This is an optimization exercise on Yosys and OpenROAD, whose aim is small area, not a production implementation.
Function was checked by simulation only, so behaviour that the tests miss may differ from the original.

// synthesizer
module synthesizer(clk, rst, sw, freq, sig, seg);
    input clk;           
    input rst;           
    input [4:0] sw;      
    input [11:0] freq;   
    output [15:0] sig;   
    output [6:0] seg;    
    wire sq;
    wire [12:0] saw_q;
    wire saw_x, saw_valid;
    wire [15:0] sig_sine;
    display disp_ (.freq(freq), .segOut(seg));
    osc_square squosc_ (.freq(freq), .clk(clk), .rst(rst), .sq(sq));
    osc_tri_saw trisawsc_ (.freq(freq), .clk(clk), .rst(rst),
                           .q(saw_q), .X(saw_x), .valid(saw_valid));
    osc_sine sinesc_ (.freq(freq), .clk(clk), .rst(rst), .sin(sig_sine));
    sig_adder sigadd_ (.clk(clk), .rst(rst), .sw(sw), .sq(sq), .q(saw_q),
                       .X(saw_x), .saw_valid(saw_valid), .sig_sine(sig_sine), .sig(sig));
endmodule
Settings: LEC_CHECK=0, CAP_MARGIN=5, CORE_MARGIN=2, CORE_UTILIZATION=75, CTS_BUF_LIST=sky130_fd_sc_hd__clkbuf_16, CTS_CLUSTER_DIAMETER=100, CTS_CLUSTER_SIZE=28, PLACE_DENSITY=0.85, SLEW_MARGIN=5; clock period 500.0 ns.
standard.sh (not shown) runs the stock make flow with config.mk's settings and CLKGATE_MAP_FILE= SYNTH_SCRIPT=/design/flow/synth_recipe.tcl, a recipe that flattens the netlist after the stock synthesis.
==> flow/flow/run.sh <==
#!/bin/bash
# Standard synthesis, then inverters pushed across full adders (flow/fapol.py:
# a full adder with all inputs and outputs inverted is the same adder), then
# the standard layout from the modified netlist.
set -euo pipefail
R=orfs/results/sky130hd/synthesizer/base
bash standard.sh synth > synth.log 2>&1
cp $R/1_2_yosys.v yosys_netlist_orig.v
python3 flow/fapol.py yosys_netlist_orig.v $R/1_2_yosys.v > fapol.log 2>&1
rm -f $R/1_synth.odb $R/1_synth.sdc
touch $R/1_2_yosys.v
bash standard.sh "BUFFER_PORTS_ARGS=-buffer_cell sky130_fd_sc_hd__buf_1" finish > layout.log 2>&1
Other scripts of this flow, unchanged in this note and not shown: flow/flow/fapol.py
==> next run, changes <==
--- a/flow/config.mk
+++ b/flow/config.mk
@@ -9,3 +9,3 @@
 export CORE_MARGIN = 2
-export CORE_UTILIZATION = 75
+export CORE_UTILIZATION = 60
 export CTS_BUF_LIST = sky130_fd_sc_hd__clkbuf_16
@@ -13,3 +13,3 @@
 export CTS_CLUSTER_SIZE = 28
-export PLACE_DENSITY = 0.85
+export PLACE_DENSITY = 0.75
 export SLEW_MARGIN = 5
Result: Count of clock-buffer cells in the layout went up by 1; utilization went down by 16 points; clock skew went up by 0.012 ns; routed wire length went down by a few percent; cell area went up slightly; register-to-register slack gets better by 1.1 ns; area after synthesis does not change; cell count went up by a few percent; setup slack gets worse by 0.061 ns; worst hold slack gets worse by 0.020 ns.
==> next run, changes <==
--- a/flow/config.mk
+++ b/flow/config.mk
@@ -10,5 +10,5 @@
 export CORE_UTILIZATION = 60
-export CTS_BUF_LIST = sky130_fd_sc_hd__clkbuf_16
-export CTS_CLUSTER_DIAMETER = 100
-export CTS_CLUSTER_SIZE = 28
+export CTS_BUF_LIST = sky130_fd_sc_hd__clkbuf_8
+export CTS_CLUSTER_DIAMETER = 70
+export CTS_CLUSTER_SIZE = 16
 export PLACE_DENSITY = 0.75
Effect: Via count is about the same. Hold slack stays flat. Critical path depth is unchanged.
==> next run, changes <==
--- a/flow/config.mk
+++ b/flow/config.mk
@@ -9,3 +9,3 @@
 export CORE_MARGIN = 2
-export CORE_UTILIZATION = 60
+export CORE_UTILIZATION = 75
 export CTS_BUF_LIST = sky130_fd_sc_hd__clkbuf_8
@@ -13,3 +13,3 @@
 export CTS_CLUSTER_SIZE = 16
-export PLACE_DENSITY = 0.75
+export PLACE_DENSITY = 0.85
 export SLEW_MARGIN = 5
Worst setup slack gets better by 0.029 ns. Clock skew came out higher by 0.036 ns. Fmax hardly moves. Final area is about the same. Hold slack improves by 0.020 ns. Area after synthesis stays the same. First-iteration DRC count goes up by 27%. Critical path depth stays the same. Global-route usage came out higher by 8.0 points. Clock-buffer cell count climbs by 3.

afterwards: timing with drivers on the ports:
In the flow no input, the clock included, has a driving cell. The finished layouts below were timed again as built, in two steps. Step 1: set_driving_cell puts a clkbuf_16 on clk and a buf_2 on each other input, an assumption about the parent block. Step 2 moves the port delays by t, midway between the first and last clock arrival at a register: inputs arrive t later, outputs are due t later. That takes back most of the time a late clock gives input paths. Slacks: ideal ports / drivers / drivers and shift; pairs: ideal ports / drivers.
run | t (ns) | slack for setup (ns) | worst hold slack (ns) | clock arrival spread, ns | pins driven straight from the clock port
the first run | 0.545 | 296.928 / 296.905 / 296.905 | 0.511 / 0.511 / 0.511 | 0.049 / 0.049 | 1
the second run | 0.545 | 296.867 / 296.808 / 296.808 | 0.491 / 0.491 / 0.491 | 0.062 / 0.062 | 1
the third run | 0.617 | 296.896 / 296.838 / 296.838 | 0.492 / 0.492 / 0.492 | 0.043 / 0.043 | 1
the fourth run | 0.617 | 296.925 / 296.902 / 296.902 | 0.511 / 0.511 / 0.511 | 0.077 / 0.077 | 1
After both steps setup and hold are still met in every run listed. For the second run, which loses most, drivers alone change the setup slack by -0.059 ns; drivers and shift together by -0.059 ns.
